Source: an optimization exercise on an open RTL-to-GDS flow (aim: small area). Production flows keep margins and buffers that such runs may drop.
RTL that was checked went through simulation tests only; none was proved equivalent to the original.

## quartz
==> module cordic_pipe, before the edit <==
module cordic_pipe #(parameter [13:0] CUT = 14'b00100100100100,
  parameter [13:0] ZFAST = 14'b11111111111111) (
  input         clock,
  input  [11:0] adc,
  input  [31:0] ph,
  output [17:0] xo,
  output [17:0] yo
  );
localparam [14*15-1:0] ATAN = {
  15'd1, 15'd3, 15'd5, 15'd10, 15'd20, 15'd41, 15'd81,
  15'd163, 15'd326, 15'd652, 15'd1302, 15'd2594, 15'd5110, 15'd9672};
wire [17:0] X [0:14];
wire [17:0] Y [0:14];
wire [15:0] Z [0:14];
wire [17:0] a  = {adc[11], adc, 5'b0};
wire [12:0] na13;
rca #(13) neg (.a(~{adc[11], adc}), .b(13'd0), .ci(1'b1), .s(na13));
wire [17:0] na = {na13, 5'b0};
assign X[0] = (ph[31] ^ ph[30]) ? na : a;
assign Y[0] = ph[31] ? na : a;
assign Z[0] = {~ph[29], ~ph[29], ph[28:15]};
genvar n;
generate
  for (n = 0; n < 14; n = n + 1)
    begin : stages
    wire d = Z[n][15-n];
    wire [17:0] ysh = {{(n+1){Y[n][17]}}, Y[n][17:n+1]};
    wire [17:0] xsh = {{(n+1){X[n][17]}}, X[n][17:n+1]};
    wire ry = Y[n][n];
    wire rx = X[n][n];
    wire [17:0] xn, yn;
    rca #(18) ax (.a(X[n]), .b(d ? ysh : ~ysh), .ci(d ? ry : ~ry), .s(xn));
    rca #(18) ay (.a(Y[n]), .b(d ? ~xsh : xsh), .ci(d ? ~rx : rx), .s(yn));
    wire [15:0] zn;
    if (n < 13)
      begin : zs
      wire [14-n:0] at = ATAN[n*15 +: 15-n];
      wire [14-n:0] zs;
      if (ZFAST[n])
        begin : f
        assign zs = Z[n][14-n:0] + (d ? at : ~at + 1'b1);
        end
      else
        begin : r
        rca #(15-n) az (.a(Z[n][14-n:0]), .b(d ? at : ~at), .ci(~d), .s(zs));
        end
      assign zn = zs;
      end
    else
      begin : zz
      assign zn = 16'd0;
      end
    if (CUT[n])
      begin : r
      reg [17:0] xr, yr;
      reg [14-n:0] zr;
      always @(posedge clock)
        begin
        xr <= xn;
        yr <= yn;
        zr <= zn[14-n:0];
        end
      assign X[n+1] = xr;
      assign Y[n+1] = yr;
      assign Z[n+1] = zr;
      end
    else
      begin : w
      assign X[n+1] = xn;
      assign Y[n+1] = yn;
      assign Z[n+1] = zn;
      end
    end
endgenerate
assign xo = X[14];
assign yo = Y[14];
endmodule
==> module ddc_frontend, before the edit <==
module ddc_frontend(
  input clock,                   
  input reset,                   
  input [31:0] frequency,        
  input signed [11:0] adc_data,  
  output out_strobe,             
  output signed [17:0] out_i,
  output signed [17:0] out_q
  );
localparam [13:0] CUT = 14'b01010101001000;   
localparam integer L = 5;                     
localparam [3:0] R16 = (2 - L + 32) % 16;     
localparam integer Q1 = (R16 + 1 + L - 3) / 16;
localparam [3:0] RK = 4'd0;                   
localparam [3:0] KC = (RK + 7 + Q1) % 10;     
localparam [3:0] R16M = (R16 + 15) % 16;      
localparam [3:0] RKM  = (R16 == 0) ? (RK + 9) % 10 : RK;    
reg [3:0] c16;     
reg [3:0] k10;     
reg [3:0] r10;     
reg armed, strobe, iact_r, cact_r;
wire c16_wrap = (c16 == 4'd15);
wire ev1 = (c16 == 4'd3);
wire istart = (r10 == 4'd0) & (c16 <= 4'd9);
wire iact = istart | (iact_r & (r10 != 4'd0));
wire cstart = istart & (k10 == KC);
wire cact = cstart | (cact_r & (r10 != 4'd0));
always @(posedge clock)
  begin
  iact_r <= iact;
  cact_r <= cact;
  if (reset)
    begin
    c16 <= R16;
    k10 <= RK;
    r10 <= 4'd0;
    armed <= 1'b0;
    strobe <= 1'b0;
    end
  else
    begin
    c16 <= c16 + 4'd1;
    if (c16_wrap) k10 <= (k10 == 4'd9) ? 4'd0 : k10 + 4'd1;
    r10 <= (r10 == 4'd9) ? 4'd0 : r10 + 4'd1;
    if ((c16 == R16M) & (k10 == RKM)) armed <= 1'b1;
    strobe <= armed & (c16 == R16) & (k10 == RK);
    end
  end
assign out_strobe = strobe;
reg [11:0] adc_r;
reg [31:0] phase;
wire [31:0] phase_n;
nco_step nco (.f(frequency), .p(phase), .pn(phase_n));
always @(posedge clock)
  begin
  adc_r <= adc_data;
  phase <= reset ? 32'd0 : phase_n;
  end
wire [17:0] cordic_i, cordic_q;
cordic_pipe #(.CUT(CUT), .ZFAST(14'b00000000110111)) rx_cordic (
  .clock(clock), .adc(adc_r), .ph(phase), .xo(cordic_i), .yo(cordic_q));
wire [18:0] r1_i, r1_q;
cic1 cic1_i (.clock(clock), .ev(ev1), .x(cordic_i), .r1(r1_i));
cic1 cic1_q (.clock(clock), .ev(ev1), .x(cordic_q), .r1(r1_q));
cic2 cic2_iq (
  .clock(clock), .r10(r10), .iact(iact), .cact(cact),
  .xi(r1_i), .xq(r1_q), .out_i(out_i), .out_q(out_q));
endmodule
Settings: LEC_CHECK=0, CAP_MARGIN=20, CORE_MARGIN=2, CORE_UTILIZATION=40, CTS_BUF_LIST=sky130_fd_sc_hd__clkbuf_8, CTS_CLUSTER_DIAMETER=60, CTS_CLUSTER_SIZE=16, SLEW_MARGIN=20; clock period 16.0 ns.
standard.sh (not shown) runs the stock make flow with config.mk's settings and CLKGATE_MAP_FILE= SYNTH_SCRIPT=/design/flow/synth_recipe.tcl, a recipe that flattens the netlist after the stock synthesis.
==> flow/flow/run.sh <==
#!/bin/bash
# Standard layout, with one netlist step between synthesis and floorplan: inverters
# around full adders are removed by flipping adders (a full adder commutes with
# complementing all its pins) and xor/xnor gates; registers are untouched.
set -euo pipefail
R=orfs/results/${FLOW_PLATFORM:-sky130hd}/ddc_frontend/base
bash standard.sh synth > synth.log 2>&1
cp "$R/1_2_yosys.v" "$R/1_2_yosys.std.v"
if python3 flow/invopt.py "$R/1_2_yosys.std.v" invopt.v > invopt.log 2>&1 &&
   python3 flow/simeq.py "$R/1_2_yosys.std.v" invopt.v > simeq.log 2>&1 &&
   grep -q ", 0 differ" simeq.log; then
  cp invopt.v "$R/1_2_yosys.v"
  echo "netlist step applied" >> invopt.log
else
  echo "netlist step skipped" >> invopt.log
fi
rm -f "$R/1_synth.odb" "$R/1_synth.sdc"
# ports buffered with the smallest buffer; the clock tree built as the standard flow
# builds it from config.mk's settings, without dummy loads
export BUFFER_PORTS_ARGS="-buffer_cell sky130_fd_sc_hd__buf_1"
export CTS_ARGS="-sink_clustering_enable -repair_clock_nets -sink_clustering_size 16 -sink_clustering_max_diameter 60 -buf_list sky130_fd_sc_hd__clkbuf_8 -dont_use_dummy_load"
bash standard.sh > layout.log 2>&1
Other scripts of this flow, unchanged in this note and not shown: flow/flow/invopt.py, flow/flow/simeq.py
Setup changes, quartz to yarrow
diff --git a/flow/design.v b/flow/design.v
--- a/flow/design.v
+++ b/flow/design.v
@@ -14,10 +14,9 @@
     assign c[i+1] = (a[i] & b[i]) | (c[i] & (a[i] ^ b[i]));
     end
 endgenerate
 endmodule
-module cordic_pipe #(parameter [13:0] CUT = 14'b00100100100100,
-  parameter [13:0] ZFAST = 14'b11111111111111) (
+module cordic_pipe #(parameter [13:0] CUT = 14'b00100100100100) (
   input         clock,
   input  [11:0] adc,
   input  [31:0] ph,
   output [17:0] xo,
@@ -51,17 +50,9 @@
     wire [15:0] zn;
     if (n < 13)
       begin : zs
       wire [14-n:0] at = ATAN[n*15 +: 15-n];
-      wire [14-n:0] zs;
-      if (ZFAST[n])
-        begin : f
-        assign zs = Z[n][14-n:0] + (d ? at : ~at + 1'b1);
-        end
-      else
-        begin : r
-        rca #(15-n) az (.a(Z[n][14-n:0]), .b(d ? at : ~at), .ci(~d), .s(zs));
-        end
+      wire [14-n:0] zs = Z[n][14-n:0] + (d ? at : ~at + 1'b1);
       assign zn = zs;
       end
     else
       begin : zz
@@ -1210,9 +1201,9 @@
   adc_r <= adc_data;
   phase <= reset ? 32'd0 : phase_n;
   end
 wire [17:0] cordic_i, cordic_q;
-cordic_pipe #(.CUT(CUT), .ZFAST(14'b00000000110111)) rx_cordic (
+cordic_pipe #(.CUT(CUT)) rx_cordic (
   .clock(clock), .adc(adc_r), .ph(phase), .xo(cordic_i), .yo(cordic_q));
 wire [18:0] r1_i, r1_q;
 cic1 cic1_i (.clock(clock), .ev(ev1), .x(cordic_i), .r1(r1_i));
 cic1 cic1_q (.clock(clock), .ev(ev1), .x(cordic_q), .r1(r1_q));
Notes after the runs:
The flow did not stop early for yarrow: all stages ran, and the layout cleared the timing, DRC and antenna checks. Summary of yarrow over quartz: post-layout instance count excluding filler cells went up by 92, final design instance area without fill was more or less identical, buffer count excluding the clock tree in the final layout went down by 2, peak per-stage delay on the critical path went down by 0.27 ns. Highest signal layer in the routed design = met5: yarrow; highest signal layer in the routed design = met4: quartz. The post-route minimum period reported for yarrow is smaller than that of quartz by 0.035 ns. | share of the core filled with cells in the final layout | yarrow vs quartz | ≈ equal |. Clock skew in yarrow is 0.047 ns higher than in quartz.
Only the layout flow was run in quartz; the RTL was not checked for function there.

## separate check: timing with driven ports
Ports are ideal in the flow. The routed layouts listed here were re-timed in OpenROAD. Step 1 (the two cells are an assumption about what drives the block):
set clk [get_ports {clock}]
set_driving_cell -lib_cell sky130_fd_sc_hd__clkbuf_16 $clk
set_driving_cell -lib_cell sky130_fd_sc_hd__buf_2 [delete_from_list [all_inputs] $clk]
Step 2 times the ports against the registers' clock, not the clock port: input delays grow and output delays shrink by t, the midpoint of the rising clock arrivals with the driver on. Three values: ideal, step 1, step 2; two values: the first two.
run | shift t [ns] | slack for setup (ns) | hold WS [ns] | worst setup path at the end | clock arrival spread, ns
quartz | 0.873 | 0.876 / 0.876 / 0.876 | 0.216 / 0.216 / 0.216 | register to register | 0.167 / 0.167
yarrow | 0.889 | 0.910 / 0.910 / 0.910 | 0.158 / 0.158 / 0.158 | register to register | 0.196 / 0.195
After both steps every run listed still meets setup and hold.
